Source: an optimization exercise on an open RTL-to-GDS flow (aim: small area). Production flows keep margins and buffers that such runs may drop.
Function was checked by simulation only, so behaviour that the tests miss may differ from the original.
Power figures rest on the tool's default switching activity, not on a simulated workload.

==> flow/design.v (outline; a module is shown in full before it is edited, if it fits) <==
// module pe: 91 lines
// module mac_add_c0: 1011 lines
// module mac_add: 991 lines
// module mac_mul_c0: 906 lines
// module mac_mul: 881 lines
// module mac2_c0: 1694 lines
// module mac2: 1674 lines
// module fa: 4 lines
// module aoi222: 3 lines
// module times3: 17 lines
// module ha: 4 lines
// module hold_reg: 3 lines
// module or2m: 3 lines
// module nor2m: 3 lines
// module oai21: 3 lines
// module aoi21: 3 lines
// module sys_row: 85 lines
// module sys_array: 89 lines
// module sys_array_top: 43 lines
module sys_array_top #(
  parameter  int unsigned SYS_ROW = 4,
  parameter  int unsigned SYS_COL = 4,
  parameter  int unsigned DATA_WIDTH = 16,
  localparam int unsigned PSUM_WIDTH = DATA_WIDTH * 2
) (
  input                             clk,
  input                             rstn,
  input                             en,
  input  [SYS_ROW-1:0]              w_invalid,
  input  [SYS_COL-1:0]              w_wen,
  input  [SYS_ROW*DATA_WIDTH-1:0]   in,
  input  [SYS_COL*DATA_WIDTH-1:0]   w_in,
  output [SYS_COL*PSUM_WIDTH-1:0]   psum_out,
  output [SYS_COL-1:0]              en_out
);
  // ...
==> flow/flow/run.sh <==
#!/bin/bash
# The standard layout (the standard.sh: standard synthesis, floorplan,
# placement, CTS, routing, finish) with these changes:
#  - the buffers that synthesis leaves (ABC's and the pass-through ones) are
#    removed at floorplan (REMOVE_ABC_BUFFERS=1), and global placement is not
#    timing driven (GPL_TIMING_DRIVEN=0 in config.mk), so it adds no buffers
#    of its own; later repair steps still fix slew, capacitance and timing;
#  - the port buffers are the smallest buffer (buf_1) instead of the
#    default choice (clkdlybuf4s50_1);
#  - clock tree synthesis without dummy loads.
# make's full output goes to flow.log; ORFS's own per-step logs stay under
# orfs/logs.
set -uo pipefail
bash standard.sh \
  "REMOVE_ABC_BUFFERS=1" \
  "CTS_ARGS=-sink_clustering_enable -repair_clock_nets -dont_use_dummy_load" \
  "BUFFER_PORTS_ARGS=-buffer_cell sky130_fd_sc_hd__buf_1" \
  finish > flow.log 2>&1
status=$?
tail -20 flow.log
exit $status
==> flow/standard.sh <==
#!/bin/bash
# synth_recipe.tcl (not shown) runs the flow's synth.tcl, then flattens the netlist and writes it again
# the make line also repeats each setting of config.mk as NAME=value (left out here)
make -C /OpenROAD-flow-scripts/flow DESIGN_CONFIG=/design/flow/config.mk WORK_HOME=/design/flow/orfs CLKGATE_MAP_FILE= SYNTH_SCRIPT=/design/flow/synth_recipe.tcl "${@:-finish}"
==> flow/config.mk <==
export PLATFORM = sky130hd
export DESIGN_NAME = sys_array_top
export DESIGN_NICKNAME = sys_array_top
export VERILOG_FILES = /design/flow/design.v
export SDC_FILE = /design/flow/constraint.sdc
export NUM_CORES = 4
export LEC_CHECK = 0
export CAP_MARGIN = 20
export CELL_PAD_IN_SITES_DETAIL_PLACEMENT = 1
export CORE_MARGIN = 2
export CORE_UTILIZATION = 30
export GPL_TIMING_DRIVEN = 0
export PLACE_DENSITY = 0.45
export SLEW_MARGIN = 20
export SYNTH_HIERARCHICAL = 1
export SYNTH_MINIMUM_KEEP_SIZE = 0
==> flow/constraint.sdc <==
create_clock -name core_clock -period 10.0 [get_ports {clk}]
set_input_delay 2.0000 -clock core_clock [delete_from_list [all_inputs] [get_ports {clk}]]
set_output_delay 2.0000 -clock core_clock [all_outputs]
set_load 0.01 [all_outputs]
==> results.sh, run 1 <==
export IMPL_vias=95499
export IMPL_rows=231
export IMPL_gp_congestion=0.939
export IMPL_seq_cell_count=1478
export IMPL_fin_area_um2=129000
export IMPL_cpPeakStageDelay_ns=0.79
export IMPL_yosysWarnings=21
export IMPL_fp_dieH_um=635
export IMPL_pin_count=271
export IMPL_p_leak_nw=31.0
export IMPL_place_ws_ns=-1.33
export IMPL_p_total_w=0.0185
export IMPL_dieArea_um2=404000
export IMPL_grt_use_met1_pct=29.1
export IMPL_track_usage_pct=23.7
export IMPL_clock_fmax_ghz=0.104
export IMPL_dp_hpwl_mm=368
export IMPL_max_cap_violations=0
export IMPL_num_nonclk_buffers=310
export IMPL_postCtsSetupRepairBufs=0
export IMPL_whs_ns=0.321
export IMPL_fin_util_pct=32.6
export IMPL_maxSlewViolCount=0
export IMPL_cp_start_kind="input port"
export IMPL_grt_overflow=0
export IMPL_cts_tree="yes"
export IMPL_hold_viol=0
export IMPL_status="timing/DRC/antenna clean"
export IMPL_grt_first_pass_wirelength_mm=722
export IMPL_swShare_pct=36.3
export IMPL_power_top_group="registers"
export IMPL_drtPass1Iterations=17
export IMPL_critPathLaunch="in[23]"
export IMPL_fillers=42668
export IMPL_met2_usage_pct=38.5
export IMPL_p_int_w=0.0118
export IMPL_crit_fanout=15
export IMPL_ant_nets=0
export IMPL_clk_latency_ns=0.92
export IMPL_final_common_cell="a222oi_1"
export IMPL_period_share_pct=96.5
export IMPL_hold_depth=0
export IMPL_syn_area_um2=120000
==> run 2, diff against run 1 <==
--- a/flow/design.v
+++ b/flow/design.v
@@ -658,5 +658,5 @@
 aoi222 u_pp17 (.a1(d1_0), .a2(x[14]), .b1(d2_1), .b2(x[13]), .c1(d3_2), .c2(x3[14]), .y(pp17));
 aoi222 u_pp18 (.a1(d1_0), .a2(x[15]), .b1(d2_1), .b2(x[14]), .c1(d3_2), .c2(x3[15]), .y(pp18));
-assign pp19 = ~((d2_1 & x[15]) | (d3_2 & x3[16]));
+aoi22 u_pp19 (.a1(d2_1), .a2(x[15]), .b1(d3_2), .b2(x3[16]), .y(pp19));
 assign pp20 = ~((d3_2 & x3[17]));
 assign d1_21 = w[2] & ~w[3];
@@ -679,5 +679,5 @@
 aoi222 u_pp38 (.a1(d1_21), .a2(x[14]), .b1(d2_22), .b2(x[13]), .c1(d3_23), .c2(x3[14]), .y(pp38));
 aoi222 u_pp39 (.a1(d1_21), .a2(x[15]), .b1(d2_22), .b2(x[14]), .c1(d3_23), .c2(x3[15]), .y(pp39));
-assign pp40 = ~((d2_22 & x[15]) | (d3_23 & x3[16]));
+aoi22 u_pp40 (.a1(d2_22), .a2(x[15]), .b1(d3_23), .b2(x3[16]), .y(pp40));
 assign pp41 = ~((d3_23 & x3[17]));
 assign d1_42 = w[4] & ~w[5];
@@ -700,5 +700,5 @@
 aoi222 u_pp59 (.a1(d1_42), .a2(x[14]), .b1(d2_43), .b2(x[13]), .c1(d3_44), .c2(x3[14]), .y(pp59));
 aoi222 u_pp60 (.a1(d1_42), .a2(x[15]), .b1(d2_43), .b2(x[14]), .c1(d3_44), .c2(x3[15]), .y(pp60));
-assign pp61 = ~((d2_43 & x[15]) | (d3_44 & x3[16]));
+aoi22 u_pp61 (.a1(d2_43), .a2(x[15]), .b1(d3_44), .b2(x3[16]), .y(pp61));
 assign pp62 = ~((d3_44 & x3[17]));
 assign d1_63 = w[6] & ~w[7];
@@ -721,5 +721,5 @@
 aoi222 u_pp80 (.a1(d1_63), .a2(x[14]), .b1(d2_64), .b2(x[13]), .c1(d3_65), .c2(x3[14]), .y(pp80));
 aoi222 u_pp81 (.a1(d1_63), .a2(x[15]), .b1(d2_64), .b2(x[14]), .c1(d3_65), .c2(x3[15]), .y(pp81));
-assign pp82 = ~((d2_64 & x[15]) | (d3_65 & x3[16]));
+aoi22 u_pp82 (.a1(d2_64), .a2(x[15]), .b1(d3_65), .b2(x3[16]), .y(pp82));
 assign pp83 = ~((d3_65 & x3[17]));
 assign d1_84 = w[8] & ~w[9];
@@ -742,5 +742,5 @@
 aoi222 u_pp101 (.a1(d1_84), .a2(x[14]), .b1(d2_85), .b2(x[13]), .c1(d3_86), .c2(x3[14]), .y(pp101));
 aoi222 u_pp102 (.a1(d1_84), .a2(x[15]), .b1(d2_85), .b2(x[14]), .c1(d3_86), .c2(x3[15]), .y(pp102));
-assign pp103 = ~((d2_85 & x[15]) | (d3_86 & x3[16]));
+aoi22 u_pp103 (.a1(d2_85), .a2(x[15]), .b1(d3_86), .b2(x3[16]), .y(pp103));
 assign pp104 = ~((d3_86 & x3[17]));
 assign d1_105 = w[10] & ~w[11];
@@ -763,5 +763,5 @@
 aoi222 u_pp122 (.a1(d1_105), .a2(x[14]), .b1(d2_106), .b2(x[13]), .c1(d3_107), .c2(x3[14]), .y(pp122));
 aoi222 u_pp123 (.a1(d1_105), .a2(x[15]), .b1(d2_106), .b2(x[14]), .c1(d3_107), .c2(x3[15]), .y(pp123));
-assign pp124 = ~((d2_106 & x[15]) | (d3_107 & x3[16]));
+aoi22 u_pp124 (.a1(d2_106), .a2(x[15]), .b1(d3_107), .b2(x3[16]), .y(pp124));
 assign pp125 = ~((d3_107 & x3[17]));
 assign d1_126 = w[12] & ~w[13];
@@ -784,5 +784,5 @@
 aoi222 u_pp143 (.a1(d1_126), .a2(x[14]), .b1(d2_127), .b2(x[13]), .c1(d3_128), .c2(x3[14]), .y(pp143));
 aoi222 u_pp144 (.a1(d1_126), .a2(x[15]), .b1(d2_127), .b2(x[14]), .c1(d3_128), .c2(x3[15]), .y(pp144));
-assign pp145 = ~((d2_127 & x[15]) | (d3_128 & x3[16]));
+aoi22 u_pp145 (.a1(d2_127), .a2(x[15]), .b1(d3_128), .b2(x3[16]), .y(pp145));
 assign pp146 = ~((d3_128 & x3[17]));
 assign d1_147 = w[14] & ~w[15];
@@ -805,5 +805,5 @@
 aoi222 u_pp164 (.a1(d1_147), .a2(x[14]), .b1(d2_148), .b2(x[13]), .c1(d3_149), .c2(x3[14]), .y(pp164));
 aoi222 u_pp165 (.a1(d1_147), .a2(x[15]), .b1(d2_148), .b2(x[14]), .c1(d3_149), .c2(x3[15]), .y(pp165));
-assign pp166 = ~((d2_148 & x[15]) | (d3_149 & x3[16]));
+aoi22 u_pp166 (.a1(d2_148), .a2(x[15]), .b1(d3_149), .b2(x3[16]), .y(pp166));
 assign pp167 = ~((d3_149 & x3[17]));
 assign s168 = ~(pn[10] ^ pp108);
@@ -1661,5 +1661,5 @@
 aoi222 u_pp17 (.a1(d1_0), .a2(x[14]), .b1(d2_1), .b2(x[13]), .c1(d3_2), .c2(x3[14]), .y(pp17));
 aoi222 u_pp18 (.a1(d1_0), .a2(x[15]), .b1(d2_1), .b2(x[14]), .c1(d3_2), .c2(x3[15]), .y(pp18));
-assign pp19 = ~((d2_1 & x[15]) | (d3_2 & x3[16]));
+aoi22 u_pp19 (.a1(d2_1), .a2(x[15]), .b1(d3_2), .b2(x3[16]), .y(pp19));
 assign pp20 = ~((d3_2 & x3[17]));
 assign d1_21 = w[2] & ~w[3];
@@ -1682,5 +1682,5 @@
 aoi222 u_pp38 (.a1(d1_21), .a2(x[14]), .b1(d2_22), .b2(x[13]), .c1(d3_23), .c2(x3[14]), .y(pp38));
 aoi222 u_pp39 (.a1(d1_21), .a2(x[15]), .b1(d2_22), .b2(x[14]), .c1(d3_23), .c2(x3[15]), .y(pp39));
-assign pp40 = ~((d2_22 & x[15]) | (d3_23 & x3[16]));
+aoi22 u_pp40 (.a1(d2_22), .a2(x[15]), .b1(d3_23), .b2(x3[16]), .y(pp40));
 assign pp41 = ~((d3_23 & x3[17]));
 assign d1_42 = w[4] & ~w[5];
@@ -1703,5 +1703,5 @@
 aoi222 u_pp59 (.a1(d1_42), .a2(x[14]), .b1(d2_43), .b2(x[13]), .c1(d3_44), .c2(x3[14]), .y(pp59));
 aoi222 u_pp60 (.a1(d1_42), .a2(x[15]), .b1(d2_43), .b2(x[14]), .c1(d3_44), .c2(x3[15]), .y(pp60));
-assign pp61 = ~((d2_43 & x[15]) | (d3_44 & x3[16]));
+aoi22 u_pp61 (.a1(d2_43), .a2(x[15]), .b1(d3_44), .b2(x3[16]), .y(pp61));
 assign pp62 = ~((d3_44 & x3[17]));
 assign d1_63 = w[6] & ~w[7];
@@ -1724,5 +1724,5 @@
 aoi222 u_pp80 (.a1(d1_63), .a2(x[14]), .b1(d2_64), .b2(x[13]), .c1(d3_65), .c2(x3[14]), .y(pp80));
 aoi222 u_pp81 (.a1(d1_63), .a2(x[15]), .b1(d2_64), .b2(x[14]), .c1(d3_65), .c2(x3[15]), .y(pp81));
-assign pp82 = ~((d2_64 & x[15]) | (d3_65 & x3[16]));
+aoi22 u_pp82 (.a1(d2_64), .a2(x[15]), .b1(d3_65), .b2(x3[16]), .y(pp82));
 assign pp83 = ~((d3_65 & x3[17]));
 assign d1_84 = w[8] & ~w[9];
@@ -1745,5 +1745,5 @@
 aoi222 u_pp101 (.a1(d1_84), .a2(x[14]), .b1(d2_85), .b2(x[13]), .c1(d3_86), .c2(x3[14]), .y(pp101));
 aoi222 u_pp102 (.a1(d1_84), .a2(x[15]), .b1(d2_85), .b2(x[14]), .c1(d3_86), .c2(x3[15]), .y(pp102));
-assign pp103 = ~((d2_85 & x[15]) | (d3_86 & x3[16]));
+aoi22 u_pp103 (.a1(d2_85), .a2(x[15]), .b1(d3_86), .b2(x3[16]), .y(pp103));
 assign pp104 = ~((d3_86 & x3[17]));
 assign d1_105 = w[10] & ~w[11];
@@ -1766,5 +1766,5 @@
 aoi222 u_pp122 (.a1(d1_105), .a2(x[14]), .b1(d2_106), .b2(x[13]), .c1(d3_107), .c2(x3[14]), .y(pp122));
 aoi222 u_pp123 (.a1(d1_105), .a2(x[15]), .b1(d2_106), .b2(x[14]), .c1(d3_107), .c2(x3[15]), .y(pp123));
-assign pp124 = ~((d2_106 & x[15]) | (d3_107 & x3[16]));
+aoi22 u_pp124 (.a1(d2_106), .a2(x[15]), .b1(d3_107), .b2(x3[16]), .y(pp124));
 assign pp125 = ~((d3_107 & x3[17]));
 assign d1_126 = w[12] & ~w[13];
@@ -1787,5 +1787,5 @@
 aoi222 u_pp143 (.a1(d1_126), .a2(x[14]), .b1(d2_127), .b2(x[13]), .c1(d3_128), .c2(x3[14]), .y(pp143));
 aoi222 u_pp144 (.a1(d1_126), .a2(x[15]), .b1(d2_127), .b2(x[14]), .c1(d3_128), .c2(x3[15]), .y(pp144));
-assign pp145 = ~((d2_127 & x[15]) | (d3_128 & x3[16]));
+aoi22 u_pp145 (.a1(d2_127), .a2(x[15]), .b1(d3_128), .b2(x3[16]), .y(pp145));
 assign pp146 = ~((d3_128 & x3[17]));
 assign d1_147 = w[14] & ~w[15];
@@ -1808,5 +1808,5 @@
 aoi222 u_pp164 (.a1(d1_147), .a2(x[14]), .b1(d2_148), .b2(x[13]), .c1(d3_149), .c2(x3[14]), .y(pp164));
 aoi222 u_pp165 (.a1(d1_147), .a2(x[15]), .b1(d2_148), .b2(x[14]), .c1(d3_149), .c2(x3[15]), .y(pp165));
-assign pp166 = ~((d2_148 & x[15]) | (d3_149 & x3[16]));
+aoi22 u_pp166 (.a1(d2_148), .a2(x[15]), .b1(d3_149), .b2(x3[16]), .y(pp166));
 assign pp167 = ~((d3_149 & x3[17]));
 assign s168 = ~(pn[10] ^ pp108);
@@ -2592,5 +2592,5 @@
 aoi222 u_pp17 (.a1(d1_0), .a2(x[14]), .b1(d2_1), .b2(x[13]), .c1(d3_2), .c2(x3[14]), .y(pp17));
 aoi222 u_pp18 (.a1(d1_0), .a2(x[15]), .b1(d2_1), .b2(x[14]), .c1(d3_2), .c2(x3[15]), .y(pp18));
-assign pp19 = ~((d2_1 & x[15]) | (d3_2 & x3[16]));
+aoi22 u_pp19 (.a1(d2_1), .a2(x[15]), .b1(d3_2), .b2(x3[16]), .y(pp19));
 assign pp20 = ~((d3_2 & x3[17]));
 assign d1_21 = w[2] & ~w[3];
@@ -2613,5 +2613,5 @@
 aoi222 u_pp38 (.a1(d1_21), .a2(x[14]), .b1(d2_22), .b2(x[13]), .c1(d3_23), .c2(x3[14]), .y(pp38));
 aoi222 u_pp39 (.a1(d1_21), .a2(x[15]), .b1(d2_22), .b2(x[14]), .c1(d3_23), .c2(x3[15]), .y(pp39));
-assign pp40 = ~((d2_22 & x[15]) | (d3_23 & x3[16]));
+aoi22 u_pp40 (.a1(d2_22), .a2(x[15]), .b1(d3_23), .b2(x3[16]), .y(pp40));
 assign pp41 = ~((d3_23 & x3[17]));
 assign d1_42 = w[4] & ~w[5];
@@ -2634,5 +2634,5 @@
 aoi222 u_pp59 (.a1(d1_42), .a2(x[14]), .b1(d2_43), .b2(x[13]), .c1(d3_44), .c2(x3[14]), .y(pp59));
 aoi222 u_pp60 (.a1(d1_42), .a2(x[15]), .b1(d2_43), .b2(x[14]), .c1(d3_44), .c2(x3[15]), .y(pp60));
-assign pp61 = ~((d2_43 & x[15]) | (d3_44 & x3[16]));
+aoi22 u_pp61 (.a1(d2_43), .a2(x[15]), .b1(d3_44), .b2(x3[16]), .y(pp61));
 assign pp62 = ~((d3_44 & x3[17]));
 assign d1_63 = w[6] & ~w[7];
@@ -2655,5 +2655,5 @@
 aoi222 u_pp80 (.a1(d1_63), .a2(x[14]), .b1(d2_64), .b2(x[13]), .c1(d3_65), .c2(x3[14]), .y(pp80));
 aoi222 u_pp81 (.a1(d1_63), .a2(x[15]), .b1(d2_64), .b2(x[14]), .c1(d3_65), .c2(x3[15]), .y(pp81));
-assign pp82 = ~((d2_64 & x[15]) | (d3_65 & x3[16]));
+aoi22 u_pp82 (.a1(d2_64), .a2(x[15]), .b1(d3_65), .b2(x3[16]), .y(pp82));
 assign pp83 = ~((d3_65 & x3[17]));
 assign d1_84 = w[8] & ~w[9];
@@ -2676,5 +2676,5 @@
 aoi222 u_pp101 (.a1(d1_84), .a2(x[14]), .b1(d2_85), .b2(x[13]), .c1(d3_86), .c2(x3[14]), .y(pp101));
 aoi222 u_pp102 (.a1(d1_84), .a2(x[15]), .b1(d2_85), .b2(x[14]), .c1(d3_86), .c2(x3[15]), .y(pp102));
-assign pp103 = ~((d2_85 & x[15]) | (d3_86 & x3[16]));
+aoi22 u_pp103 (.a1(d2_85), .a2(x[15]), .b1(d3_86), .b2(x3[16]), .y(pp103));
 assign pp104 = ~((d3_86 & x3[17]));
 assign d1_105 = w[10] & ~w[11];
@@ -2697,5 +2697,5 @@
 aoi222 u_pp122 (.a1(d1_105), .a2(x[14]), .b1(d2_106), .b2(x[13]), .c1(d3_107), .c2(x3[14]), .y(pp122));
 aoi222 u_pp123 (.a1(d1_105), .a2(x[15]), .b1(d2_106), .b2(x[14]), .c1(d3_107), .c2(x3[15]), .y(pp123));
-assign pp124 = ~((d2_106 & x[15]) | (d3_107 & x3[16]));
+aoi22 u_pp124 (.a1(d2_106), .a2(x[15]), .b1(d3_107), .b2(x3[16]), .y(pp124));
 assign pp125 = ~((d3_107 & x3[17]));
 assign d1_126 = w[12] & ~w[13];
@@ -2718,5 +2718,5 @@
 aoi222 u_pp143 (.a1(d1_126), .a2(x[14]), .b1(d2_127), .b2(x[13]), .c1(d3_128), .c2(x3[14]), .y(pp143));
 aoi222 u_pp144 (.a1(d1_126), .a2(x[15]), .b1(d2_127), .b2(x[14]), .c1(d3_128), .c2(x3[15]), .y(pp144));
-assign pp145 = ~((d2_127 & x[15]) | (d3_128 & x3[16]));
+aoi22 u_pp145 (.a1(d2_127), .a2(x[15]), .b1(d3_128), .b2(x3[16]), .y(pp145));
 assign pp146 = ~((d3_128 & x3[17]));
 assign d1_147 = w[14] & ~w[15];
@@ -2739,5 +2739,5 @@
 aoi222 u_pp164 (.a1(d1_147), .a2(x[14]), .b1(d2_148), .b2(x[13]), .c1(d3_149), .c2(x3[14]), .y(pp164));
 aoi222 u_pp165 (.a1(d1_147), .a2(x[15]), .b1(d2_148), .b2(x[14]), .c1(d3_149), .c2(x3[15]), .y(pp165));
-assign pp166 = ~((d2_148 & x[15]) | (d3_149 & x3[16]));
+aoi22 u_pp166 (.a1(d2_148), .a2(x[15]), .b1(d3_149), .b2(x3[16]), .y(pp166));
 assign pp167 = ~((d3_149 & x3[17]));
 assign s168 = ~(pp129 ^ pp15);
@@ -3488,5 +3488,5 @@
 aoi222 u_pp17 (.a1(d1_0), .a2(x[14]), .b1(d2_1), .b2(x[13]), .c1(d3_2), .c2(x3[14]), .y(pp17));
 aoi222 u_pp18 (.a1(d1_0), .a2(x[15]), .b1(d2_1), .b2(x[14]), .c1(d3_2), .c2(x3[15]), .y(pp18));
-assign pp19 = ~((d2_1 & x[15]) | (d3_2 & x3[16]));
+aoi22 u_pp19 (.a1(d2_1), .a2(x[15]), .b1(d3_2), .b2(x3[16]), .y(pp19));
 assign pp20 = ~((d3_2 & x3[17]));
 assign d1_21 = w[2] & ~w[3];
@@ -3509,5 +3509,5 @@
 aoi222 u_pp38 (.a1(d1_21), .a2(x[14]), .b1(d2_22), .b2(x[13]), .c1(d3_23), .c2(x3[14]), .y(pp38));
 aoi222 u_pp39 (.a1(d1_21), .a2(x[15]), .b1(d2_22), .b2(x[14]), .c1(d3_23), .c2(x3[15]), .y(pp39));
-assign pp40 = ~((d2_22 & x[15]) | (d3_23 & x3[16]));
+aoi22 u_pp40 (.a1(d2_22), .a2(x[15]), .b1(d3_23), .b2(x3[16]), .y(pp40));
 assign pp41 = ~((d3_23 & x3[17]));
 assign d1_42 = w[4] & ~w[5];
@@ -3530,5 +3530,5 @@
 aoi222 u_pp59 (.a1(d1_42), .a2(x[14]), .b1(d2_43), .b2(x[13]), .c1(d3_44), .c2(x3[14]), .y(pp59));
 aoi222 u_pp60 (.a1(d1_42), .a2(x[15]), .b1(d2_43), .b2(x[14]), .c1(d3_44), .c2(x3[15]), .y(pp60));
-assign pp61 = ~((d2_43 & x[15]) | (d3_44 & x3[16]));
+aoi22 u_pp61 (.a1(d2_43), .a2(x[15]), .b1(d3_44), .b2(x3[16]), .y(pp61));
 assign pp62 = ~((d3_44 & x3[17]));
 assign d1_63 = w[6] & ~w[7];
@@ -3551,5 +3551,5 @@
 aoi222 u_pp80 (.a1(d1_63), .a2(x[14]), .b1(d2_64), .b2(x[13]), .c1(d3_65), .c2(x3[14]), .y(pp80));
 aoi222 u_pp81 (.a1(d1_63), .a2(x[15]), .b1(d2_64), .b2(x[14]), .c1(d3_65), .c2(x3[15]), .y(pp81));
-assign pp82 = ~((d2_64 & x[15]) | (d3_65 & x3[16]));
+aoi22 u_pp82 (.a1(d2_64), .a2(x[15]), .b1(d3_65), .b2(x3[16]), .y(pp82));
 assign pp83 = ~((d3_65 & x3[17]));
 assign d1_84 = w[8] & ~w[9];
@@ -3572,5 +3572,5 @@
 aoi222 u_pp101 (.a1(d1_84), .a2(x[14]), .b1(d2_85), .b2(x[13]), .c1(d3_86), .c2(x3[14]), .y(pp101));
 aoi222 u_pp102 (.a1(d1_84), .a2(x[15]), .b1(d2_85), .b2(x[14]), .c1(d3_86), .c2(x3[15]), .y(pp102));
-assign pp103 = ~((d2_85 & x[15]) | (d3_86 & x3[16]));
+aoi22 u_pp103 (.a1(d2_85), .a2(x[15]), .b1(d3_86), .b2(x3[16]), .y(pp103));
 assign pp104 = ~((d3_86 & x3[17]));
 assign d1_105 = w[10] & ~w[11];
@@ -3593,5 +3593,5 @@
 aoi222 u_pp122 (.a1(d1_105), .a2(x[14]), .b1(d2_106), .b2(x[13]), .c1(d3_107), .c2(x3[14]), .y(pp122));
 aoi222 u_pp123 (.a1(d1_105), .a2(x[15]), .b1(d2_106), .b2(x[14]), .c1(d3_107), .c2(x3[15]), .y(pp123));
-assign pp124 = ~((d2_106 & x[15]) | (d3_107 & x3[16]));
+aoi22 u_pp124 (.a1(d2_106), .a2(x[15]), .b1(d3_107), .b2(x3[16]), .y(pp124));
 assign pp125 = ~((d3_107 & x3[17]));
 assign d1_126 = w[12] & ~w[13];
@@ -3614,5 +3614,5 @@
 aoi222 u_pp143 (.a1(d1_126), .a2(x[14]), .b1(d2_127), .b2(x[13]), .c1(d3_128), .c2(x3[14]), .y(pp143));
 aoi222 u_pp144 (.a1(d1_126), .a2(x[15]), .b1(d2_127), .b2(x[14]), .c1(d3_128), .c2(x3[15]), .y(pp144));
-assign pp145 = ~((d2_127 & x[15]) | (d3_128 & x3[16]));
+aoi22 u_pp145 (.a1(d2_127), .a2(x[15]), .b1(d3_128), .b2(x3[16]), .y(pp145));
 assign pp146 = ~((d3_128 & x3[17]));
 assign d1_147 = w[14] & ~w[15];
@@ -3635,5 +3635,5 @@
 aoi222 u_pp164 (.a1(d1_147), .a2(x[14]), .b1(d2_148), .b2(x[13]), .c1(d3_149), .c2(x3[14]), .y(pp164));
 aoi222 u_pp165 (.a1(d1_147), .a2(x[15]), .b1(d2_148), .b2(x[14]), .c1(d3_149), .c2(x3[15]), .y(pp165));
-assign pp166 = ~((d2_148 & x[15]) | (d3_149 & x3[16]));
+aoi22 u_pp166 (.a1(d2_148), .a2(x[15]), .b1(d3_149), .b2(x3[16]), .y(pp166));
 assign pp167 = ~((d3_149 & x3[17]));
 assign s168 = ~(pp129 ^ pp15);
@@ -4845,5 +4845,5 @@
 aoi222 u_pp17 (.a1(d1_0), .a2(x[14]), .b1(d2_1), .b2(x[13]), .c1(d3_2), .c2(x3[14]), .y(pp17));
 aoi222 u_pp18 (.a1(d1_0), .a2(x[15]), .b1(d2_1), .b2(x[14]), .c1(d3_2), .c2(x3[15]), .y(pp18));
-assign pp19 = ~((d2_1 & x[15]) | (d3_2 & x3[16]));
+aoi22 u_pp19 (.a1(d2_1), .a2(x[15]), .b1(d3_2), .b2(x3[16]), .y(pp19));
 assign pp20 = ~((d3_2 & x3[17]));
 assign d1_21 = w[2] & ~w[3];
@@ -4866,5 +4866,5 @@
 aoi222 u_pp38 (.a1(d1_21), .a2(x[14]), .b1(d2_22), .b2(x[13]), .c1(d3_23), .c2(x3[14]), .y(pp38));
 aoi222 u_pp39 (.a1(d1_21), .a2(x[15]), .b1(d2_22), .b2(x[14]), .c1(d3_23), .c2(x3[15]), .y(pp39));
-assign pp40 = ~((d2_22 & x[15]) | (d3_23 & x3[16]));
+aoi22 u_pp40 (.a1(d2_22), .a2(x[15]), .b1(d3_23), .b2(x3[16]), .y(pp40));
 assign pp41 = ~((d3_23 & x3[17]));
 assign d1_42 = w[4] & ~w[5];
@@ -4887,5 +4887,5 @@
 aoi222 u_pp59 (.a1(d1_42), .a2(x[14]), .b1(d2_43), .b2(x[13]), .c1(d3_44), .c2(x3[14]), .y(pp59));
 aoi222 u_pp60 (.a1(d1_42), .a2(x[15]), .b1(d2_43), .b2(x[14]), .c1(d3_44), .c2(x3[15]), .y(pp60));
-assign pp61 = ~((d2_43 & x[15]) | (d3_44 & x3[16]));
+aoi22 u_pp61 (.a1(d2_43), .a2(x[15]), .b1(d3_44), .b2(x3[16]), .y(pp61));
 assign pp62 = ~((d3_44 & x3[17]));
 assign d1_63 = w[6] & ~w[7];
@@ -4908,5 +4908,5 @@
 aoi222 u_pp80 (.a1(d1_63), .a2(x[14]), .b1(d2_64), .b2(x[13]), .c1(d3_65), .c2(x3[14]), .y(pp80));
 aoi222 u_pp81 (.a1(d1_63), .a2(x[15]), .b1(d2_64), .b2(x[14]), .c1(d3_65), .c2(x3[15]), .y(pp81));
-assign pp82 = ~((d2_64 & x[15]) | (d3_65 & x3[16]));
+aoi22 u_pp82 (.a1(d2_64), .a2(x[15]), .b1(d3_65), .b2(x3[16]), .y(pp82));
 assign pp83 = ~((d3_65 & x3[17]));
 assign d1_84 = w[8] & ~w[9];
@@ -4929,5 +4929,5 @@
 aoi222 u_pp101 (.a1(d1_84), .a2(x[14]), .b1(d2_85), .b2(x[13]), .c1(d3_86), .c2(x3[14]), .y(pp101));
 aoi222 u_pp102 (.a1(d1_84), .a2(x[15]), .b1(d2_85), .b2(x[14]), .c1(d3_86), .c2(x3[15]), .y(pp102));
-assign pp103 = ~((d2_85 & x[15]) | (d3_86 & x3[16]));
+aoi22 u_pp103 (.a1(d2_85), .a2(x[15]), .b1(d3_86), .b2(x3[16]), .y(pp103));
 assign pp104 = ~((d3_86 & x3[17]));
 assign d1_105 = w[10] & ~w[11];
@@ -4950,5 +4950,5 @@
 aoi222 u_pp122 (.a1(d1_105), .a2(x[14]), .b1(d2_106), .b2(x[13]), .c1(d3_107), .c2(x3[14]), .y(pp122));
 aoi222 u_pp123 (.a1(d1_105), .a2(x[15]), .b1(d2_106), .b2(x[14]), .c1(d3_107), .c2(x3[15]), .y(pp123));
-assign pp124 = ~((d2_106 & x[15]) | (d3_107 & x3[16]));
+aoi22 u_pp124 (.a1(d2_106), .a2(x[15]), .b1(d3_107), .b2(x3[16]), .y(pp124));
 assign pp125 = ~((d3_107 & x3[17]));
 assign d1_126 = w[12] & ~w[13];
@@ -4971,5 +4971,5 @@
 aoi222 u_pp143 (.a1(d1_126), .a2(x[14]), .b1(d2_127), .b2(x[13]), .c1(d3_128), .c2(x3[14]), .y(pp143));
 aoi222 u_pp144 (.a1(d1_126), .a2(x[15]), .b1(d2_127), .b2(x[14]), .c1(d3_128), .c2(x3[15]), .y(pp144));
-assign pp145 = ~((d2_127 & x[15]) | (d3_128 & x3[16]));
+aoi22 u_pp145 (.a1(d2_127), .a2(x[15]), .b1(d3_128), .b2(x3[16]), .y(pp145));
 assign pp146 = ~((d3_128 & x3[17]));
 assign d1_147 = w[14] & ~w[15];
@@ -4992,5 +4992,5 @@
 aoi222 u_pp164 (.a1(d1_147), .a2(x[14]), .b1(d2_148), .b2(x[13]), .c1(d3_149), .c2(x3[14]), .y(pp164));
 aoi222 u_pp165 (.a1(d1_147), .a2(x[15]), .b1(d2_148), .b2(x[14]), .c1(d3_149), .c2(x3[15]), .y(pp165));
-assign pp166 = ~((d2_148 & x[15]) | (d3_149 & x3[16]));
+aoi22 u_pp166 (.a1(d2_148), .a2(x[15]), .b1(d3_149), .b2(x3[16]), .y(pp166));
 assign pp167 = ~((d3_149 & x3[17]));
 assign d1_168 = wa[0] & ~wa[1];
@@ -5013,5 +5013,5 @@
 aoi222 u_pp185 (.a1(d1_168), .a2(xa[14]), .b1(d2_169), .b2(xa[13]), .c1(d3_170), .c2(xa3[14]), .y(pp185));
 aoi222 u_pp186 (.a1(d1_168), .a2(xa[15]), .b1(d2_169), .b2(xa[14]), .c1(d3_170), .c2(xa3[15]), .y(pp186));
-assign pp187 = ~((d2_169 & xa[15]) | (d3_170 & xa3[16]));
+aoi22 u_pp187 (.a1(d2_169), .a2(xa[15]), .b1(d3_170), .b2(xa3[16]), .y(pp187));
 assign pp188 = ~((d3_170 & xa3[17]));
 assign d1_189 = wa[2] & ~wa[3];
@@ -5034,5 +5034,5 @@
 aoi222 u_pp206 (.a1(d1_189), .a2(xa[14]), .b1(d2_190), .b2(xa[13]), .c1(d3_191), .c2(xa3[14]), .y(pp206));
 aoi222 u_pp207 (.a1(d1_189), .a2(xa[15]), .b1(d2_190), .b2(xa[14]), .c1(d3_191), .c2(xa3[15]), .y(pp207));
-assign pp208 = ~((d2_190 & xa[15]) | (d3_191 & xa3[16]));
+aoi22 u_pp208 (.a1(d2_190), .a2(xa[15]), .b1(d3_191), .b2(xa3[16]), .y(pp208));
 assign pp209 = ~((d3_191 & xa3[17]));
 assign d1_210 = wa[4] & ~wa[5];
@@ -5055,5 +5055,5 @@
 aoi222 u_pp227 (.a1(d1_210), .a2(xa[14]), .b1(d2_211), .b2(xa[13]), .c1(d3_212), .c2(xa3[14]), .y(pp227));
 aoi222 u_pp228 (.a1(d1_210), .a2(xa[15]), .b1(d2_211), .b2(xa[14]), .c1(d3_212), .c2(xa3[15]), .y(pp228));
-assign pp229 = ~((d2_211 & xa[15]) | (d3_212 & xa3[16]));
+aoi22 u_pp229 (.a1(d2_211), .a2(xa[15]), .b1(d3_212), .b2(xa3[16]), .y(pp229));
 assign pp230 = ~((d3_212 & xa3[17]));
 assign d1_231 = wa[6] & ~wa[7];
@@ -5076,5 +5076,5 @@
 aoi222 u_pp248 (.a1(d1_231), .a2(xa[14]), .b1(d2_232), .b2(xa[13]), .c1(d3_233), .c2(xa3[14]), .y(pp248));
 aoi222 u_pp249 (.a1(d1_231), .a2(xa[15]), .b1(d2_232), .b2(xa[14]), .c1(d3_233), .c2(xa3[15]), .y(pp249));
-assign pp250 = ~((d2_232 & xa[15]) | (d3_233 & xa3[16]));
+aoi22 u_pp250 (.a1(d2_232), .a2(xa[15]), .b1(d3_233), .b2(xa3[16]), .y(pp250));
 assign pp251 = ~((d3_233 & xa3[17]));
 assign d1_252 = wa[8] & ~wa[9];
@@ -5097,5 +5097,5 @@
 aoi222 u_pp269 (.a1(d1_252), .a2(xa[14]), .b1(d2_253), .b2(xa[13]), .c1(d3_254), .c2(xa3[14]), .y(pp269));
 aoi222 u_pp270 (.a1(d1_252), .a2(xa[15]), .b1(d2_253), .b2(xa[14]), .c1(d3_254), .c2(xa3[15]), .y(pp270));
-assign pp271 = ~((d2_253 & xa[15]) | (d3_254 & xa3[16]));
+aoi22 u_pp271 (.a1(d2_253), .a2(xa[15]), .b1(d3_254), .b2(xa3[16]), .y(pp271));
 assign pp272 = ~((d3_254 & xa3[17]));
 assign d1_273 = wa[10] & ~wa[11];
@@ -5118,5 +5118,5 @@
 aoi222 u_pp290 (.a1(d1_273), .a2(xa[14]), .b1(d2_274), .b2(xa[13]), .c1(d3_275), .c2(xa3[14]), .y(pp290));
 aoi222 u_pp291 (.a1(d1_273), .a2(xa[15]), .b1(d2_274), .b2(xa[14]), .c1(d3_275), .c2(xa3[15]), .y(pp291));
-assign pp292 = ~((d2_274 & xa[15]) | (d3_275 & xa3[16]));
+aoi22 u_pp292 (.a1(d2_274), .a2(xa[15]), .b1(d3_275), .b2(xa3[16]), .y(pp292));
 assign pp293 = ~((d3_275 & xa3[17]));
 assign d1_294 = wa[12] & ~wa[13];
@@ -5139,5 +5139,5 @@
 aoi222 u_pp311 (.a1(d1_294), .a2(xa[14]), .b1(d2_295), .b2(xa[13]), .c1(d3_296), .c2(xa3[14]), .y(pp311));
 aoi222 u_pp312 (.a1(d1_294), .a2(xa[15]), .b1(d2_295), .b2(xa[14]), .c1(d3_296), .c2(xa3[15]), .y(pp312));
-assign pp313 = ~((d2_295 & xa[15]) | (d3_296 & xa3[16]));
+aoi22 u_pp313 (.a1(d2_295), .a2(xa[15]), .b1(d3_296), .b2(xa3[16]), .y(pp313));
 assign pp314 = ~((d3_296 & xa3[17]));
 assign d1_315 = wa[14] & ~wa[15];
@@ -5160,5 +5160,5 @@
 aoi222 u_pp332 (.a1(d1_315), .a2(xa[14]), .b1(d2_316), .b2(xa[13]), .c1(d3_317), .c2(xa3[14]), .y(pp332));
 aoi222 u_pp333 (.a1(d1_315), .a2(xa[15]), .b1(d2_316), .b2(xa[14]), .c1(d3_317), .c2(xa3[15]), .y(pp333));
-assign pp334 = ~((d2_316 & xa[15]) | (d3_317 & xa3[16]));
+aoi22 u_pp334 (.a1(d2_316), .a2(xa[15]), .b1(d3_317), .b2(xa3[16]), .y(pp334));
 assign pp335 = ~((d3_317 & xa3[17]));
 assign s336 = ~(pp297 ^ pp183);
@@ -6531,5 +6531,5 @@
 aoi222 u_pp17 (.a1(d1_0), .a2(x[14]), .b1(d2_1), .b2(x[13]), .c1(d3_2), .c2(x3[14]), .y(pp17));
 aoi222 u_pp18 (.a1(d1_0), .a2(x[15]), .b1(d2_1), .b2(x[14]), .c1(d3_2), .c2(x3[15]), .y(pp18));
-assign pp19 = ~((d2_1 & x[15]) | (d3_2 & x3[16]));
+aoi22 u_pp19 (.a1(d2_1), .a2(x[15]), .b1(d3_2), .b2(x3[16]), .y(pp19));
 assign pp20 = ~((d3_2 & x3[17]));
 assign d1_21 = w[2] & ~w[3];
@@ -6552,5 +6552,5 @@
 aoi222 u_pp38 (.a1(d1_21), .a2(x[14]), .b1(d2_22), .b2(x[13]), .c1(d3_23), .c2(x3[14]), .y(pp38));
 aoi222 u_pp39 (.a1(d1_21), .a2(x[15]), .b1(d2_22), .b2(x[14]), .c1(d3_23), .c2(x3[15]), .y(pp39));
-assign pp40 = ~((d2_22 & x[15]) | (d3_23 & x3[16]));
+aoi22 u_pp40 (.a1(d2_22), .a2(x[15]), .b1(d3_23), .b2(x3[16]), .y(pp40));
 assign pp41 = ~((d3_23 & x3[17]));
 assign d1_42 = w[4] & ~w[5];
@@ -6573,5 +6573,5 @@
 aoi222 u_pp59 (.a1(d1_42), .a2(x[14]), .b1(d2_43), .b2(x[13]), .c1(d3_44), .c2(x3[14]), .y(pp59));
 aoi222 u_pp60 (.a1(d1_42), .a2(x[15]), .b1(d2_43), .b2(x[14]), .c1(d3_44), .c2(x3[15]), .y(pp60));
-assign pp61 = ~((d2_43 & x[15]) | (d3_44 & x3[16]));
+aoi22 u_pp61 (.a1(d2_43), .a2(x[15]), .b1(d3_44), .b2(x3[16]), .y(pp61));
 assign pp62 = ~((d3_44 & x3[17]));
 assign d1_63 = w[6] & ~w[7];
@@ -6594,5 +6594,5 @@
 aoi222 u_pp80 (.a1(d1_63), .a2(x[14]), .b1(d2_64), .b2(x[13]), .c1(d3_65), .c2(x3[14]), .y(pp80));
 aoi222 u_pp81 (.a1(d1_63), .a2(x[15]), .b1(d2_64), .b2(x[14]), .c1(d3_65), .c2(x3[15]), .y(pp81));
-assign pp82 = ~((d2_64 & x[15]) | (d3_65 & x3[16]));
+aoi22 u_pp82 (.a1(d2_64), .a2(x[15]), .b1(d3_65), .b2(x3[16]), .y(pp82));
 assign pp83 = ~((d3_65 & x3[17]));
 assign d1_84 = w[8] & ~w[9];
@@ -6615,5 +6615,5 @@
 aoi222 u_pp101 (.a1(d1_84), .a2(x[14]), .b1(d2_85), .b2(x[13]), .c1(d3_86), .c2(x3[14]), .y(pp101));
 aoi222 u_pp102 (.a1(d1_84), .a2(x[15]), .b1(d2_85), .b2(x[14]), .c1(d3_86), .c2(x3[15]), .y(pp102));
-assign pp103 = ~((d2_85 & x[15]) | (d3_86 & x3[16]));
+aoi22 u_pp103 (.a1(d2_85), .a2(x[15]), .b1(d3_86), .b2(x3[16]), .y(pp103));
 assign pp104 = ~((d3_86 & x3[17]));
 assign d1_105 = w[10] & ~w[11];
@@ -6636,5 +6636,5 @@
 aoi222 u_pp122 (.a1(d1_105), .a2(x[14]), .b1(d2_106), .b2(x[13]), .c1(d3_107), .c2(x3[14]), .y(pp122));
 aoi222 u_pp123 (.a1(d1_105), .a2(x[15]), .b1(d2_106), .b2(x[14]), .c1(d3_107), .c2(x3[15]), .y(pp123));
-assign pp124 = ~((d2_106 & x[15]) | (d3_107 & x3[16]));
+aoi22 u_pp124 (.a1(d2_106), .a2(x[15]), .b1(d3_107), .b2(x3[16]), .y(pp124));
 assign pp125 = ~((d3_107 & x3[17]));
 assign d1_126 = w[12] & ~w[13];
@@ -6657,5 +6657,5 @@
 aoi222 u_pp143 (.a1(d1_126), .a2(x[14]), .b1(d2_127), .b2(x[13]), .c1(d3_128), .c2(x3[14]), .y(pp143));
 aoi222 u_pp144 (.a1(d1_126), .a2(x[15]), .b1(d2_127), .b2(x[14]), .c1(d3_128), .c2(x3[15]), .y(pp144));
-assign pp145 = ~((d2_127 & x[15]) | (d3_128 & x3[16]));
+aoi22 u_pp145 (.a1(d2_127), .a2(x[15]), .b1(d3_128), .b2(x3[16]), .y(pp145));
 assign pp146 = ~((d3_128 & x3[17]));
 assign d1_147 = w[14] & ~w[15];
@@ -6678,5 +6678,5 @@
 aoi222 u_pp164 (.a1(d1_147), .a2(x[14]), .b1(d2_148), .b2(x[13]), .c1(d3_149), .c2(x3[14]), .y(pp164));
 aoi222 u_pp165 (.a1(d1_147), .a2(x[15]), .b1(d2_148), .b2(x[14]), .c1(d3_149), .c2(x3[15]), .y(pp165));
-assign pp166 = ~((d2_148 & x[15]) | (d3_149 & x3[16]));
+aoi22 u_pp166 (.a1(d2_148), .a2(x[15]), .b1(d3_149), .b2(x3[16]), .y(pp166));
 assign pp167 = ~((d3_149 & x3[17]));
 assign d1_168 = wa[0] & ~wa[1];
@@ -6699,5 +6699,5 @@
 aoi222 u_pp185 (.a1(d1_168), .a2(xa[14]), .b1(d2_169), .b2(xa[13]), .c1(d3_170), .c2(xa3[14]), .y(pp185));
 aoi222 u_pp186 (.a1(d1_168), .a2(xa[15]), .b1(d2_169), .b2(xa[14]), .c1(d3_170), .c2(xa3[15]), .y(pp186));
-assign pp187 = ~((d2_169 & xa[15]) | (d3_170 & xa3[16]));
+aoi22 u_pp187 (.a1(d2_169), .a2(xa[15]), .b1(d3_170), .b2(xa3[16]), .y(pp187));
 assign pp188 = ~((d3_170 & xa3[17]));
 assign d1_189 = wa[2] & ~wa[3];
@@ -6720,5 +6720,5 @@
 aoi222 u_pp206 (.a1(d1_189), .a2(xa[14]), .b1(d2_190), .b2(xa[13]), .c1(d3_191), .c2(xa3[14]), .y(pp206));
 aoi222 u_pp207 (.a1(d1_189), .a2(xa[15]), .b1(d2_190), .b2(xa[14]), .c1(d3_191), .c2(xa3[15]), .y(pp207));
-assign pp208 = ~((d2_190 & xa[15]) | (d3_191 & xa3[16]));
+aoi22 u_pp208 (.a1(d2_190), .a2(xa[15]), .b1(d3_191), .b2(xa3[16]), .y(pp208));
 assign pp209 = ~((d3_191 & xa3[17]));
 assign d1_210 = wa[4] & ~wa[5];
@@ -6741,5 +6741,5 @@
 aoi222 u_pp227 (.a1(d1_210), .a2(xa[14]), .b1(d2_211), .b2(xa[13]), .c1(d3_212), .c2(xa3[14]), .y(pp227));
 aoi222 u_pp228 (.a1(d1_210), .a2(xa[15]), .b1(d2_211), .b2(xa[14]), .c1(d3_212), .c2(xa3[15]), .y(pp228));
-assign pp229 = ~((d2_211 & xa[15]) | (d3_212 & xa3[16]));
+aoi22 u_pp229 (.a1(d2_211), .a2(xa[15]), .b1(d3_212), .b2(xa3[16]), .y(pp229));
 assign pp230 = ~((d3_212 & xa3[17]));
 assign d1_231 = wa[6] & ~wa[7];
@@ -6762,5 +6762,5 @@
 aoi222 u_pp248 (.a1(d1_231), .a2(xa[14]), .b1(d2_232), .b2(xa[13]), .c1(d3_233), .c2(xa3[14]), .y(pp248));
 aoi222 u_pp249 (.a1(d1_231), .a2(xa[15]), .b1(d2_232), .b2(xa[14]), .c1(d3_233), .c2(xa3[15]), .y(pp249));
-assign pp250 = ~((d2_232 & xa[15]) | (d3_233 & xa3[16]));
+aoi22 u_pp250 (.a1(d2_232), .a2(xa[15]), .b1(d3_233), .b2(xa3[16]), .y(pp250));
 assign pp251 = ~((d3_233 & xa3[17]));
 assign d1_252 = wa[8] & ~wa[9];
@@ -6783,5 +6783,5 @@
 aoi222 u_pp269 (.a1(d1_252), .a2(xa[14]), .b1(d2_253), .b2(xa[13]), .c1(d3_254), .c2(xa3[14]), .y(pp269));
 aoi222 u_pp270 (.a1(d1_252), .a2(xa[15]), .b1(d2_253), .b2(xa[14]), .c1(d3_254), .c2(xa3[15]), .y(pp270));
-assign pp271 = ~((d2_253 & xa[15]) | (d3_254 & xa3[16]));
+aoi22 u_pp271 (.a1(d2_253), .a2(xa[15]), .b1(d3_254), .b2(xa3[16]), .y(pp271));
 assign pp272 = ~((d3_254 & xa3[17]));
 assign d1_273 = wa[10] & ~wa[11];
@@ -6804,5 +6804,5 @@
 aoi222 u_pp290 (.a1(d1_273), .a2(xa[14]), .b1(d2_274), .b2(xa[13]), .c1(d3_275), .c2(xa3[14]), .y(pp290));
 aoi222 u_pp291 (.a1(d1_273), .a2(xa[15]), .b1(d2_274), .b2(xa[14]), .c1(d3_275), .c2(xa3[15]), .y(pp291));
-assign pp292 = ~((d2_274 & xa[15]) | (d3_275 & xa3[16]));
+aoi22 u_pp292 (.a1(d2_274), .a2(xa[15]), .b1(d3_275), .b2(xa3[16]), .y(pp292));
 assign pp293 = ~((d3_275 & xa3[17]));
 assign d1_294 = wa[12] & ~wa[13];
@@ -6825,5 +6825,5 @@
 aoi222 u_pp311 (.a1(d1_294), .a2(xa[14]), .b1(d2_295), .b2(xa[13]), .c1(d3_296), .c2(xa3[14]), .y(pp311));
 aoi222 u_pp312 (.a1(d1_294), .a2(xa[15]), .b1(d2_295), .b2(xa[14]), .c1(d3_296), .c2(xa3[15]), .y(pp312));
-assign pp313 = ~((d2_295 & xa[15]) | (d3_296 & xa3[16]));
+aoi22 u_pp313 (.a1(d2_295), .a2(xa[15]), .b1(d3_296), .b2(xa3[16]), .y(pp313));
 assign pp314 = ~((d3_296 & xa3[17]));
 assign d1_315 = wa[14] & ~wa[15];
@@ -6846,5 +6846,5 @@
 aoi222 u_pp332 (.a1(d1_315), .a2(xa[14]), .b1(d2_316), .b2(xa[13]), .c1(d3_317), .c2(xa3[14]), .y(pp332));
 aoi222 u_pp333 (.a1(d1_315), .a2(xa[15]), .b1(d2_316), .b2(xa[14]), .c1(d3_317), .c2(xa3[15]), .y(pp333));
-assign pp334 = ~((d2_316 & xa[15]) | (d3_317 & xa3[16]));
+aoi22 u_pp334 (.a1(d2_316), .a2(xa[15]), .b1(d3_317), .b2(xa3[16]), .y(pp334));
 assign pp335 = ~((d3_317 & xa3[17]));
 assign s336 = ~(pp129 ^ pp297);
@@ -7251,4 +7251,7 @@
 assign co = (a & b) | (c & (a ^ b));
 endmodule
+module aoi22 (input a1, a2, b1, b2, output y);
+assign y = ~((a1 & a2) | (b1 & b2));
+endmodule
 module aoi222 (input a1, a2, b1, b2, c1, c2, output y);
 assign y = ~((a1 & a2) | (b1 & b2) | (c1 & c2));
--- a/flow/flow/run.sh
+++ b/flow/flow/run.sh
@@ -8,9 +8,14 @@
 #  - the port buffers are the smallest buffer (buf_1) instead of the
 #    default choice (clkdlybuf4s50_1);
-#  - clock tree synthesis without dummy loads.
+#  - clock tree synthesis without dummy loads;
+#  - synthesis maps with ABC_LOAD_IN_FF=1: the design is synthesized module by
+#    module (SYNTH_HIERARCHICAL), and with the default 5 fF on every module
+#    output ABC picks double-size gates for the one-gate modules. Only the
+#    combinational mapping changes; the registers are the standard ones.
 # make's full output goes to flow.log; ORFS's own per-step logs stay under
 # orfs/logs.
 set -uo pipefail
 bash standard.sh \
+  "ABC_LOAD_IN_FF=1" \
   "REMOVE_ABC_BUFFERS=1" \
   "CTS_ARGS=-sink_clustering_enable -repair_clock_nets -dont_use_dummy_load" \
==> results.sh, run 2 <==
export IMPL_track_usage_pct=23.9
export IMPL_fp_dieH_um=629
export IMPL_slowest_stage="nor2b_4"
export IMPL_crit_type="input port to flop"
export IMPL_core_area_um2=389000
export IMPL_pin_count=271
export IMPL_htreeDepth=4
export IMPL_wl_mm=484
export IMPL_start_util_pct=30.1
export IMPL_yosysWarnings=21
export IMPL_drt_iter0_drc=22028
export IMPL_num_nets_final=11673
export IMPL_place_ws_ns=-1.33
export IMPL_rows=229
export IMPL_synth_cells=9621
export IMPL_path_clk_slew_ns=0.05
export IMPL_final_common_cell="a222oi_1"
export IMPL_crit_fanout=15
export IMPL_grt_pass1_vias=103385
export IMPL_io_buffers=270
export IMPL_drtPass1Iterations=28
export IMPL_drive_above_1_share_pct=7.81
export IMPL_die_w_um=629
export IMPL_cp_start_kind="input port"
export IMPL_syn_to_final_growth_pct=8.61
export IMPL_wl_per_cell_um=32.6
export IMPL_relSlewSlack_pct=16.0
export IMPL_min_period_ns=9.42
export IMPL_max_cap_violations=0
export IMPL_cts_tree="yes"
export IMPL_ctsHoldBuffers=0
export IMPL_cts_inserted_buffers=180
export IMPL_grt_overflow=0
export IMPL_grt_max_degree=35
export IMPL_cts_sinks=1478
export IMPL_clock_fmax_ghz=0.106
export IMPL_period_share_pct=94.2
export IMPL_cp_end_kind="flop"
export IMPL_cpPeakStageDelay_ns=0.61
export IMPL_worst_pin_slew_ns=1.26
export IMPL_critPathLaunch="in[22]"
export IMPL_dieArea_um2=395000
export IMPL_syn_area_um2=117000
export IMPL_grt_first_pass_wirelength_mm=712
export IMPL_fin_skew_ns=0.115
export IMPL_gp_congestion=0.930
export IMPL_drc_errors=0
export IMPL_worstPathRequired_ns=10.76
export IMPL_antenna_found_initial=24
export IMPL_p_leak_nw=30.2
export IMPL_hold_viol=0
export IMPL_layout_setup_ws_ns=0.580
export IMPL_ant_nets=0
export IMPL_cp_arrival_ns=10.18
export IMPL_vias=95600
export IMPL_setup_violations=0
export IMPL_tns_ns=0
export IMPL_grt_setup_unrepaired="yes"
export IMPL_min_path_type="flop to flop"
export IMPL_ir_worst_vdd_mv=0.122
export IMPL_status="timing/DRC/antenna clean"
export IMPL_vias_per_cell=6.45
export IMPL_cpMostUsedCell="o21ai_1"
export IMPL_maxSlewViolCount=0
export IMPL_avgSynthCellArea_um2=12.2
export IMPL_clockRootBuffer="clkbuf_16"
export IMPL_dp_hpwl_mm=358
export IMPL_layout_common_cells="a222oi_1, fa_1, dfxtp_1, xnor2_1, nand2_1"
export IMPL_p_per_area_nw_per_um2=143
export IMPL_clk_latency_ns=0.91
export IMPL_clockBufferDepth=4
run 2: cell count changes in the layout (fill, tap and decap cells not counted), sizes merged, moves of 2 or more:
| cell | delta |
|---|---|
| a22oi | +128 |
| xor3 | +3 |
| clkbuf | -3 |
| nor2b | +6 |
| mux2 | -128 |
| nand3 | +4 |
| diode | -3 |
| xor2 | -2 |
| and2b | -6 |
| nand2 | -132 |
| buf | +41 |
run 2: layout make-up:
class,instances,area [µm²]
multi-input combinational,7383,82700
antenna,16,40.0
tap,5197,6500
clock buffer,180,4500
sequential,1478,30300
timing repair buffer,351,2260
fill,42015,262000
inverter,224,841
run 2: final timing paths:
path              endpoint  slack (ns)  depth (start not counted)
hold reg to reg       flop        0.33                          0
setup / recovery      flop        0.58                         31
hold / removal        flop        0.33                          0
setup reg to reg      flop        0.68                         34
run 2: where the power goes:
part | leakage [nW] | switching, W | internal [W] | total (W)
combinational | 15.7 | 0.00234 | 0.00183 | 0.00416
clock | 2.22 | 0.00245 | 0.00313 | 0.00558
sequential | 12.3 | 0.00176 | 0.00671 | 0.00847
run 2: stage by stage:
stage / cell area, µm² / util [%] / cells / hold WS, ns / total power (W)
after floorplan: 113000 / - / 9085 / 0.332 / 0.0104
after global placement: 120000 / 31.0 / 14552 / 0.338 / 0.0126
after detailed placement: 122000 / 31.4 / 14622 / 0.339 / 0.0127
after CTS: 127000 / 32.6 / 14802 / 0.328 / 0.0184
after global routing: 127000 / 32.7 / 14824 / 0.343 / 0.0191
final: 127000 / 32.7 / 14829 / 0.327 / 0.0182
run 2: per-layer routing:
| metal | global-route usage (%) | up-vias | routed length [µm] |
|---|---|---|---|
| li1 | - | 37897 | - |
| met1 | 28.5 | 49406 | 170000 |
| met2 | 39.1 | 6846 | 226000 |
| met3 | 4.52 | 1445 | 48000 |
| met4 | 16.1 | 6 | 39100 |
| met5 | 0 | - | 37 |
run 2: critical path: cells and delay by family:
family,cells,cell delay [ns]
compound gates,22,4.24
fa+ha+maj,4,1.92
xor+xnor,3,0.78
simple gates,1,0.61
buf+inv,1,0.60
run 2: what timing repair did:
| action | in CTS | in global routing |
|---|---|---|
| setup endpoints to repair | 1 | 8 |
| pin swaps | 0 | 0 |
| resized for setup | 6 | 37 |
| buffers inserted | 0 | 8 |

## re-timing with driven ports
Ports are ideal in the flow. The routed layouts listed here were re-timed in OpenROAD.
Step 1 sets driving cells, clkbuf_16 on the clock port and buf_2 on the other inputs (assumed; they add their load-dependent delay and slew).
Step 2 adds t to the input delays and takes it off the output delays; t is the mean of the earliest and latest rising clock arrival at the registers after step 1. Input paths then give back, and output paths get back, about the clock's delay inside the block.
Three values: no drivers, after step 1, after step 2; two values: the first two.
run	shift t [ns]	setup slack, ns	hold WS [ns]	worst setup path at the end
run 1	0.976	0.351 / 0.426 / -0.551	0.321 / 0.321 / 0.321	input to register
run 2	0.969	0.580 / 0.671 / -0.298	0.327 / 0.327 / 0.327	input to register
Met with ideal ports but missed after step 2: setup timing in run 1 and run 2. The setup slack of run 1, which loses most, moves by +0.075 ns with the drivers and by -0.902 ns with both steps.
